Background: an optimization exercise with open tools, aiming at small area. Do not read the settings as production practice.
At most, simulation tests tie the RTL to the original design; equivalence was not proved.
The clock port is modelled as an ideal driver, which makes a skipped or thinned clock tree look cheaper than it is; a real chip needs a root buffer or a tree.
No activity file was given, so power comes from the tool's default toggle rates.

==> flow/design.v (excerpt) <==
module uart_full_ssd_display (
    input clk,                   
    input rst,                   
    input wire uart_rxd,         
    output wire uart_txd,        
    output wire [6:0] segments,  
    output wire [3:0] dig_sel    
    );
Size in the first run: ~290 cells after synthesis.
==> module Segment_Selector, before the edit <==
module Segment_Selector (
    input wire [3:0] input_bits,     
    input wire dash,                 
    output wire [6:0] segments       
    );
    localparam [15:0] SEG_A = 16'hd7ed;
    localparam [15:0] SEG_B = 16'h279f;
    localparam [15:0] SEG_C = 16'h2ffb;
    localparam [15:0] SEG_D = 16'h796d;
    localparam [15:0] SEG_E = 16'hfd45;
    localparam [15:0] SEG_F = 16'hdf71;
    localparam [15:0] SEG_G = 16'hef7c;
    wire [15:0] digit;
    genvar d;
    generate
        for (d = 0; d < 16; d = d + 1) begin : dec
            assign digit[d] = input_bits == d;
        end
    endgenerate
    wire [6:0] hex = {|(digit & SEG_G), |(digit & SEG_F), |(digit & SEG_E), |(digit & SEG_D),
                      |(digit & SEG_C), |(digit & SEG_B), |(digit & SEG_A)};
    wire [6:0] raw_logic = dash ? 7'b1000000 : hex;
    assign segments = ~raw_logic;    
endmodule
Settings: LEC_CHECK=0, CAP_MARGIN=20, CORE_MARGIN=2, CORE_UTILIZATION=40, SLEW_MARGIN=20; clock period 20.0 ns.
standard.sh (not shown) runs the stock make flow with config.mk's settings and CLKGATE_MAP_FILE= SYNTH_SCRIPT=/design/flow/synth_recipe.tcl, a recipe that flattens the netlist after the stock synthesis.
==> flow/flow/run.sh <==
#!/bin/bash
# The standard layout (standard.sh, standard synthesis included) with
# three changes, made through ORFS's own hooks and variables:
# - ports are buffered with the smallest buffer, buf_1 (BUFFER_PORTS_ARGS);
# - clock tree synthesis is replaced by flow/pre_cts.tcl: the clock port
#   drives four clkbuf_8, each driving a quarter of the flip-flops;
# - after clock tree synthesis, flow/post_cts.tcl swaps logic cells for the
#   smallest drive strength of the same function and repairs slew and load.
# standard.sh's full output goes to standard_flow.log; ORFS writes each
# step's log under orfs/logs/.
set -euo pipefail
export BUFFER_PORTS_ARGS="-buffer_cell sky130_fd_sc_hd__buf_1"
export PRE_CTS_TCL="$PWD/flow/pre_cts.tcl"
export POST_CTS_TCL="$PWD/flow/post_cts.tcl"
export CLOCK_BUF_CELL=sky130_fd_sc_hd__clkbuf_8
export CLOCK_BUF_GROUPS=4
bash standard.sh > standard_flow.log 2>&1
Other scripts of this flow, unchanged in this note and not shown: flow/flow/post_cts.tcl, flow/flow/pre_cts.tcl
Edit:
--- a/flow/design.v
+++ b/flow/design.v
@@ -10,15 +10,8 @@
     localparam [15:0] SEG_E = 16'hfd45;
     localparam [15:0] SEG_F = 16'hdf71;
     localparam [15:0] SEG_G = 16'hef7c;
-    wire [15:0] digit;
-    genvar d;
-    generate
-        for (d = 0; d < 16; d = d + 1) begin : dec
-            assign digit[d] = input_bits == d;
-        end
-    endgenerate
-    wire [6:0] hex = {|(digit & SEG_G), |(digit & SEG_F), |(digit & SEG_E), |(digit & SEG_D),
-                      |(digit & SEG_C), |(digit & SEG_B), |(digit & SEG_A)};
+    wire [6:0] hex = {SEG_G[input_bits], SEG_F[input_bits], SEG_E[input_bits], SEG_D[input_bits],
+                      SEG_C[input_bits], SEG_B[input_bits], SEG_A[input_bits]};
     wire [6:0] raw_logic = dash ? 7'b1000000 : hex;
     assign segments = ~raw_logic;    
 endmodule
Synthesized cell count goes up by 2.7%; sequential power stays flat; clock skew barely changes; design area goes up by about 0.9%; worst hold slack loses 0.017 ns; routed wire length goes up by about 3.7%; power barely changes; first-iteration DRC count goes up by 34%.
For the second run of this note, only the layout was checked, not whether the RTL still works. No run of this note takes its clock network from TritonCTS; it comes from the design's own scripts or RTL.

---

Setup of v6:
uart_full_ssd_display, a different RTL version from the one above (not shown whole).
Size in the first run: about 290 cells after synthesis, ~15 I/O pins, ~0.0026 mm² of cells after synthesis.
==> module uart_full_ssd_display, before the edit <==
module uart_full_ssd_display (
    input clk,                   
    input rst,                   
    input wire uart_rxd,         
    output wire uart_txd,        
    output wire [6:0] segments,  
    output wire [3:0] dig_sel    
    );
    function [8:0] rx_step(input [8:0] s);
        rx_step = {s[7:0], ~(s[8] ^ s[3])};
    endfunction
    function [8:0] tx_step(input [8:0] s);
        tx_step = {s[7:0], ~(s[8] ^ s[4])};
    endfunction
    function [15:0] sel_step(input [15:0] s);
        sel_step = {s[14:0], ~(s[15] ^ s[11] ^ s[2] ^ s[0])};
    endfunction
    localparam [8:0]  RX_SEED  = 9'b000111000;
    localparam [8:0]  RX_HALF  = 9'b011100010;
    localparam [8:0]  RX_END   = 9'b011000010;
    localparam [8:0]  TX_SEED  = 9'b000000000;
    localparam [8:0]  TX_ONE   = 9'b000000001;
    localparam [8:0]  TX_END   = 9'b101101100;
    localparam [15:0] SEL_SEED = 16'b1001111100110101;
    localparam [15:0] SEL_END  = 16'b1111100111111111;
    localparam [4:0]  DONE_W   = 5'd23;
    localparam [15:0] DONE_SEL = 16'b1111100111111110;
    localparam [8:0]  TX_PRE   = 9'b100000000;       
    localparam [8:0]  M9  = 9'b010101010;
    localparam [15:0] M16 = 16'b0101010101010101;
    localparam P_D6    = 4'd6;
    localparam P_STOP  = 4'd8;
    localparam P_IDLE  = 4'd9;
    localparam P_START = 4'd15;
    localparam R_HALF  = 4'b0000;
    localparam R_P8    = 4'b1000;
    localparam R_IDLE  = 4'b1011;
    localparam R_J1    = 4'b1100;
    localparam R_J2    = 4'b1010;
    localparam R_S2    = 4'b1110;
    localparam R_START = 4'b1111;
    reg [3:0]  rp;
    reg [8:0]  rcx;
    wire [8:0] rc = rcx ^ M9;
    reg [7:0]  rb;
    wire r_half  = rc == RX_HALF;
    wire r_end   = rc == RX_END;
    wire r_shift = (rp == R_HALF) ? r_half : (~rp[3] & r_end);    
    wire r_valid = rp == R_J2 || rp == R_S2;     
    wire r_whole = rp == R_IDLE || rp == R_START || rp == R_HALF;
    wire [2:0] r_shifted = rp[3] ? 3'd0 : rp[2:0];     
    always @(posedge clk) begin
        if (~rst) begin
            rp  <= R_IDLE;
            rcx <= RX_SEED ^ M9;
        end else begin
            case (rp)
                R_IDLE, R_J2: begin
                    rcx <= RX_SEED ^ M9;
                    rp  <= uart_rxd ? R_IDLE : R_START;
                end
                R_J1: begin
                    rcx <= RX_SEED ^ M9;
                    rp  <= uart_rxd ? R_J2 : R_S2;
                end
                R_S2: begin
                    rcx <= rx_step(rc) ^ M9;
                    rp  <= R_START;
                end
                R_HALF: begin
                    if (r_half) begin
                        rcx <= RX_SEED ^ M9;
                        rp  <= rp + 4'd1;
                    end else begin
                        rcx <= rx_step(rc) ^ M9;
                    end
                end
                R_P8: begin
                    if (r_end) begin
                        rcx <= RX_SEED ^ M9;
                        rp  <= R_J1;
                    end else begin
                        rcx <= rx_step(rc) ^ M9;
                    end
                end
                default: begin           
                    if (r_end) begin
                        rcx <= RX_SEED ^ M9;
                        rp  <= rp + 4'd1;
                    end else begin
                        rcx <= rx_step(rc) ^ M9;
                    end
                end
            endcase
        end
    end
    always @(posedge clk) begin
        if (r_shift) rb <= {uart_rxd, rb[7:1]};
    end
    reg [3:0] tp;
    reg [8:0] tcx;
    wire [8:0] tc = tcx ^ M9;
    reg       txd;
    wire t_data  = ~tp[3];
    wire t_idle  = tp == P_IDLE;
    wire t_stop  = tp == P_STOP;
    wire t_end   = tc == TX_END;
    wire t_first = tc == ((tp[2:0] == 3'd7) ? TX_PRE : TX_SEED);
    always @(posedge clk) begin
        if (~rst) begin
            tp  <= P_IDLE;
            tcx <= TX_SEED ^ M9;
        end else if (t_idle) begin
            if (r_valid) tp <= P_START;
        end else if (t_end) begin
            tp  <= tp + 4'd1;
            tcx <= (t_stop ? TX_ONE : (tp == P_D6) ? TX_PRE : TX_SEED) ^ M9;
        end else begin
            tcx <= tx_step(tc) ^ M9;
        end
    end
    always @(posedge clk) begin
        if (~rst)
            txd <= 1'b1;
        else if (~t_data)
            txd <= ~tp[2];                       
        else if (t_first)
            txd <= rb[tp[2:0] - r_shifted];
    end
    assign uart_txd = txd;
    reg [15:0] selx;
    wire [15:0] sel = selx ^ M16;
    reg [4:0]  w;          
    reg        done;       
    reg        dash;
    reg [3:0]  input_bits;
    reg [3:0]  saved;      
    wire s_hi     = sel[15:1] == SEL_END[15:1];
    wire wrap     = (SEL_END[15:1] == DONE_SEL[15:1]) ? s_hi & (sel[0] == SEL_END[0])  : sel == SEL_END;
    wire done_sel = (SEL_END[15:1] == DONE_SEL[15:1]) ? s_hi & (sel[0] == DONE_SEL[0]) : sel == DONE_SEL;
    always @(posedge clk) begin
        if (~rst) begin
            selx <= SEL_SEED ^ M16;
            w    <= 5'd0;
            done <= 1'b0;
            dash <= 1'b1;
        end else begin
            selx <= (wrap ? SEL_SEED : sel_step(sel)) ^ M16;
            if (wrap) w <= w + 5'd1;
            if (w == DONE_W && done_sel) done <= 1'b1;
            if (done & r_valid) dash <= 1'b0;
        end
    end
    wire [3:0] rb_nibble = w[0] ? rb[7:4] : rb[3:0];
    always @(posedge clk) begin
        if (r_whole) saved <= rb_nibble;
    end
    always @(posedge clk) begin
        if (wrap)
            input_bits <= dash ? 4'd0 : (r_whole ? rb_nibble : saved);
    end
    wire started = done | (|w);
    assign dig_sel = {started, started, w[0], started & ~w[0]};
    Segment_Selector ssd_display (
        .input_bits(input_bits),
        .dash(dash),
        .segments(segments)
    );
endmodule
Settings: LEC_CHECK=0, CAP_MARGIN=20, CORE_MARGIN=2, CORE_UTILIZATION=40, SLEW_MARGIN=20; clock period 20.0 ns.
==> flow/flow/run.sh <==
#!/bin/bash
# The standard layout (standard.sh) with these changes, made through
# ORFS's own hooks and variables and one step between synthesis and floorplan:
# - after the standard synthesis, flow/resynth.tcl (Yosys + ABC) remaps the
#   combinational logic for area; the flip-flops keep their names and cells.
#   ABC runs flow/area.abc.in with eight random seeds (four at a time), and
#   flow/area_base.abc (no random search) as a fallback; the smallest result
#   is kept;
# - ports are buffered with the smallest buffer, buf_1 (BUFFER_PORTS_ARGS);
# - clock tree synthesis is replaced by flow/pre_cts.tcl: the clock port
#   drives four clkbuf_8, each driving a quarter of the flip-flops;
# - after clock tree synthesis, flow/post_cts.tcl replaces half adders that
#   have an output unused, swaps logic cells for the smallest drive strength
#   of the same function, and repairs slew and load.
# Logs: synth.log, comb_cells.log, resynth_<seed>.log, standard_flow.log
# here, and ORFS's per-step logs under orfs/logs/.
set -euo pipefail
export BUFFER_PORTS_ARGS="-buffer_cell sky130_fd_sc_hd__buf_1"
export PRE_CTS_TCL="$PWD/flow/pre_cts.tcl"
export POST_CTS_TCL="$PWD/flow/post_cts.tcl"
export CLOCK_BUF_CELL=sky130_fd_sc_hd__clkbuf_8
export CLOCK_BUF_GROUPS=4

bash standard.sh synth > synth.log 2>&1

RES=orfs/results/$FLOW_PLATFORM/uart_full_ssd_display/base
export LIB=$FLOW_HOME/platforms/$FLOW_PLATFORM/lib/sky130_fd_sc_hd__tt_025C_1v80.lib
export NETLIST_IN=$RES/1_2_yosys.v.std
DONT_USE=$(make -s -C "$FLOW_HOME" DESIGN_CONFIG="$PWD/config.mk" print-DONT_USE_CELLS 2>/dev/null | sed 's/^DONT_USE_CELLS[ :=]*//')
export ABC_DONT_USE=""
for c in $DONT_USE; do ABC_DONT_USE="$ABC_DONT_USE -dont_use $c"; done
python3 flow/comb_cells.py "$LIB" > comb_cells.v 2> comb_cells.log
cp $RES/1_2_yosys.v $NETLIST_IN
YOSYS="$FLOW_HOME/../tools/install/yosys/bin/yosys"

cp flow/area_base.abc area_0.abc
for s in 1 2 3 4 5 6 7 8; do
  sed "s/SEED/$s/" flow/area.abc.in > area_$s.abc
done
for wave in "0 1 2 3 4" "5 6 7 8"; do
  for s in $wave; do
    ABC_SCRIPT="$PWD/area_$s.abc" NETLIST_OUT=resynth_$s.v STAT_OUT=resynth_stat_$s.txt \
      "$YOSYS" -c flow/resynth.tcl > resynth_$s.log 2>&1 &
  done
  wait
done
best=""
best_area=""
for s in 0 1 2 3 4 5 6 7 8; do
  a=$(sed -n "s/.*Chip area for module .*: \([0-9.]*\).*/\1/p" resynth_stat_$s.txt 2>/dev/null | tail -n 1 || true)
  [ -n "$a" ] && [ -s resynth_$s.v ] || continue
  if [ -z "$best" ] || python3 -c "import sys; sys.exit(0 if $a < $best_area else 1)"; then
    best=$s
    best_area=$a
  fi
done
echo "resynthesis: run $best, area $best_area" > resynth_choice.log
[ -n "$best" ]
cp resynth_$best.v $RES/1_2_yosys.v
rm -f $RES/1_synth.odb $RES/1_synth.sdc

bash standard.sh > standard_flow.log 2>&1
Other scripts of this flow, unchanged in this note and not shown: flow/flow/area.abc.in, flow/flow/area_base.abc, flow/flow/comb_cells.py, flow/flow/post_cts.tcl, flow/flow/pre_cts.tcl, flow/flow/resynth.tcl
What v7 does differently from v6 at the input level:
==> flow/design.v, changed modules only <==
module uart_full_ssd_display (
    input clk,                   
    input rst,                   
    input wire uart_rxd,         
    output wire uart_txd,        
    output wire [6:0] segments,  
    output wire [3:0] dig_sel    
    );
    function [8:0] rx_step(input [8:0] s);
        rx_step = {s[7:0], ~(s[8] ^ s[3])};
    endfunction
    function [8:0] tx_step(input [8:0] s);
        tx_step = {s[7:0], ~(s[8] ^ s[4])};
    endfunction
    function [15:0] sel_step(input [15:0] s);
        sel_step = {s[14:0], ~(s[15] ^ s[11] ^ s[2] ^ s[0])};
    endfunction
    localparam [8:0]  RX_SEED  = 9'b000111000;
    localparam [8:0]  RX_HALF  = 9'b011100010;
    localparam [8:0]  RX_END   = 9'b011000010;
    localparam [8:0]  TX_SEED  = 9'b000000000;
    localparam [8:0]  TX_ONE   = 9'b000000001;
    localparam [8:0]  TX_END   = 9'b101101100;
    localparam [15:0] SEL_SEED = 16'b1001111100110101;
    localparam [15:0] SEL_END  = 16'b1111100111111111;
    localparam [4:0]  DONE_W   = 5'd23;
    localparam [15:0] DONE_SEL = 16'b1111100111111110;
    localparam [8:0]  TX_PRE   = 9'b100000000;       
    localparam [8:0]  M9  = 9'b010101010;
    localparam [15:0] M16 = 16'b0101010101010101;
    localparam P_D6    = 4'd6;
    localparam P_STOP  = 4'd8;
    localparam P_IDLE  = 4'd9;
    localparam P_START = 4'd15;
    localparam R_HALF  = 4'b0000;
    localparam R_P8    = 4'b1000;
    localparam R_IDLE  = 4'b1011;
    localparam R_J1    = 4'b1100;
    localparam R_J2    = 4'b1010;
    localparam R_J3    = 4'b1001;
    localparam R_S2    = 4'b1110;
    localparam R_S3    = 4'b1101;
    localparam R_START = 4'b1111;
    reg [3:0]  rp;
    reg [8:0]  rcx;
    wire [8:0] rc = rcx ^ M9;
    reg [7:0]  rb;
    wire r_half  = rc == RX_HALF;
    wire r_end   = rc == RX_END;
    wire r_shift = (rp == R_HALF) ? r_half : (~rp[3] & r_end);    
    wire r_valid = rp == R_J2 || rp == R_S2;     
    wire r_just  = rp == R_J3 || rp == R_S3;     
    wire r_whole = rp == R_IDLE || rp == R_START || rp == R_HALF || rp == R_J3 || rp == R_S3;
    wire [2:0] r_shifted = rp[3] ? 3'd0 : rp[2:0];     
    always @(posedge clk) begin
        if (~rst) begin
            rp  <= R_IDLE;
            rcx <= RX_SEED ^ M9;
        end else begin
            case (rp)
                R_IDLE, R_J3: begin
                    rcx <= RX_SEED ^ M9;
                    rp  <= uart_rxd ? R_IDLE : R_START;
                end
                R_J1: begin
                    rcx <= RX_SEED ^ M9;
                    rp  <= uart_rxd ? R_J2 : R_S2;
                end
                R_J2: begin
                    rcx <= RX_SEED ^ M9;
                    rp  <= uart_rxd ? R_J3 : R_S3;
                end
                R_S2: begin
                    rcx <= rx_step(rc) ^ M9;
                    rp  <= R_S3;
                end
                R_S3: begin
                    rcx <= rx_step(rc) ^ M9;
                    rp  <= R_START;
                end
                R_HALF: begin
                    if (r_half) begin
                        rcx <= RX_SEED ^ M9;
                        rp  <= rp + 4'd1;
                    end else begin
                        rcx <= rx_step(rc) ^ M9;
                    end
                end
                R_P8: begin
                    if (r_end) begin
                        rcx <= RX_SEED ^ M9;
                        rp  <= R_J1;
                    end else begin
                        rcx <= rx_step(rc) ^ M9;
                    end
                end
                default: begin           
                    if (r_end) begin
                        rcx <= RX_SEED ^ M9;
                        rp  <= rp + 4'd1;
                    end else begin
                        rcx <= rx_step(rc) ^ M9;
                    end
                end
            endcase
        end
    end
    always @(posedge clk) begin
        if (r_shift) rb <= {uart_rxd, rb[7:1]};
    end
    reg [3:0] tp;
    reg [8:0] tcx;
    wire [8:0] tc = tcx ^ M9;
    reg       tb;
    wire t_data = ~tp[3];
    wire t_idle = tp == P_IDLE;
    wire t_stop = tp == P_STOP;
    wire t_end  = tc == TX_END;
    wire [3:0] t_next = tp + 4'd1;
    always @(posedge clk) begin
        if (~rst) begin
            tp  <= P_IDLE;
            tcx <= TX_SEED ^ M9;
        end else if (t_idle) begin
            if (r_just) tp <= P_START;
        end else if (t_end) begin
            tp  <= t_next;
            tcx <= (t_stop ? TX_ONE : (tp == P_D6) ? TX_PRE : TX_SEED) ^ M9;
        end else begin
            tcx <= tx_step(tc) ^ M9;
        end
    end
    always @(posedge clk) begin
        if (t_end & ~t_next[3]) tb <= rb[t_next[2:0] - r_shifted];
    end
    assign uart_txd = t_data ? tb : ~tp[2];
    reg [15:0] selx;
    wire [15:0] sel = selx ^ M16;
    reg [4:0]  w;          
    reg        done;       
    reg        dash;
    reg [3:0]  input_bits;
    reg [3:0]  saved;      
    wire s_hi     = sel[15:1] == SEL_END[15:1];
    wire wrap     = (SEL_END[15:1] == DONE_SEL[15:1]) ? s_hi & (sel[0] == SEL_END[0])  : sel == SEL_END;
    wire done_sel = (SEL_END[15:1] == DONE_SEL[15:1]) ? s_hi & (sel[0] == DONE_SEL[0]) : sel == DONE_SEL;
    always @(posedge clk) begin
        if (~rst) begin
            selx <= SEL_SEED ^ M16;
            w    <= 5'd0;
            done <= 1'b0;
            dash <= 1'b1;
        end else begin
            selx <= (wrap ? SEL_SEED : sel_step(sel)) ^ M16;
            if (wrap) w <= w + 5'd1;
            if (w == DONE_W && done_sel) done <= 1'b1;
            if (done & r_valid) dash <= 1'b0;
        end
    end
    wire [3:0] rb_nibble = w[0] ? rb[7:4] : rb[3:0];
    always @(posedge clk) begin
        if (r_whole | r_valid) saved <= rb_nibble;
    end
    always @(posedge clk) begin
        if (wrap)
            input_bits <= dash ? 4'd0 : saved;
    end
    wire started = done | (|w);
    assign dig_sel = {started, started, w[0], started & ~w[0]};
    Segment_Selector ssd_display (
        .input_bits(input_bits),
        .dash(dash),
        .segments(segments)
    );
endmodule
==> comparison <==
- v7 finished all stages; the layout is clean.
- Compared with v6, in v7 final cell count without fillers moved down; fmax moved down; met3 wirelength from detailed routing moved down; post-detailed-route via-to-cell ratio moved down; final routed wirelength across all metal layers moved up.
- Looking at setup slack, v7 sits below v6.
- Compared with v6, in v7 proportion of cell area occupied by multi-input gates decreased 0.92 points, hold slack essentially unchanged.
- The path type of the worst setup path comes out flop to output port in one run and input pin to flop in the other, namely in v6 and v7 respectively.
No functional check of the RTL was part of any run of this note. No run of this note takes its clock network from TritonCTS; it comes from the design's own scripts or RTL.

[separate check: timing with driven ports]
In the flow no input, the clock included, has a driving cell. The finished layouts below were timed again as built, in two steps. Step 1 sets driving cells, clkbuf_16 on the clock port and buf_2 on the other inputs (assumed; they add their load-dependent delay and slew). Step 2 adds t to the input delays and takes it off the output delays; t is the mean of the earliest and latest rising clock arrival at the registers after step 1. Input paths then give back, and output paths get back, about the clock's delay inside the block. Slacks: ideal ports / drivers / drivers and shift; pairs: ideal ports / drivers.
run | t, ns | slack for setup (ns) | clock arrival spread, ns | worst register clock-pin slew, ns | worst slew at a driven data input, ns
the first run of note 1 | 0.213 | 14.316 / 14.259 / 14.472 | 0.011 / 0.012 | 0.11 / 0.11 | 0.03
the second run of note 1 | 0.217 | 14.383 / 14.325 / 14.288 | 0.011 / 0.011 | 0.11 / 0.11 | 0.03
v6 | 0.209 | 14.168 / 14.111 / 14.284 | 0.006 / 0.007 | 0.10 / 0.10 | 0.03
v7 | 0.209 | 13.993 / 14.021 / 13.813 | 0.014 / 0.013 | 0.10 / 0.10 | 0.03
After both steps every run listed still meets setup and hold. The setup slack of v7, which loses most, moves by +0.028 ns with the drivers and by -0.180 ns with both steps.
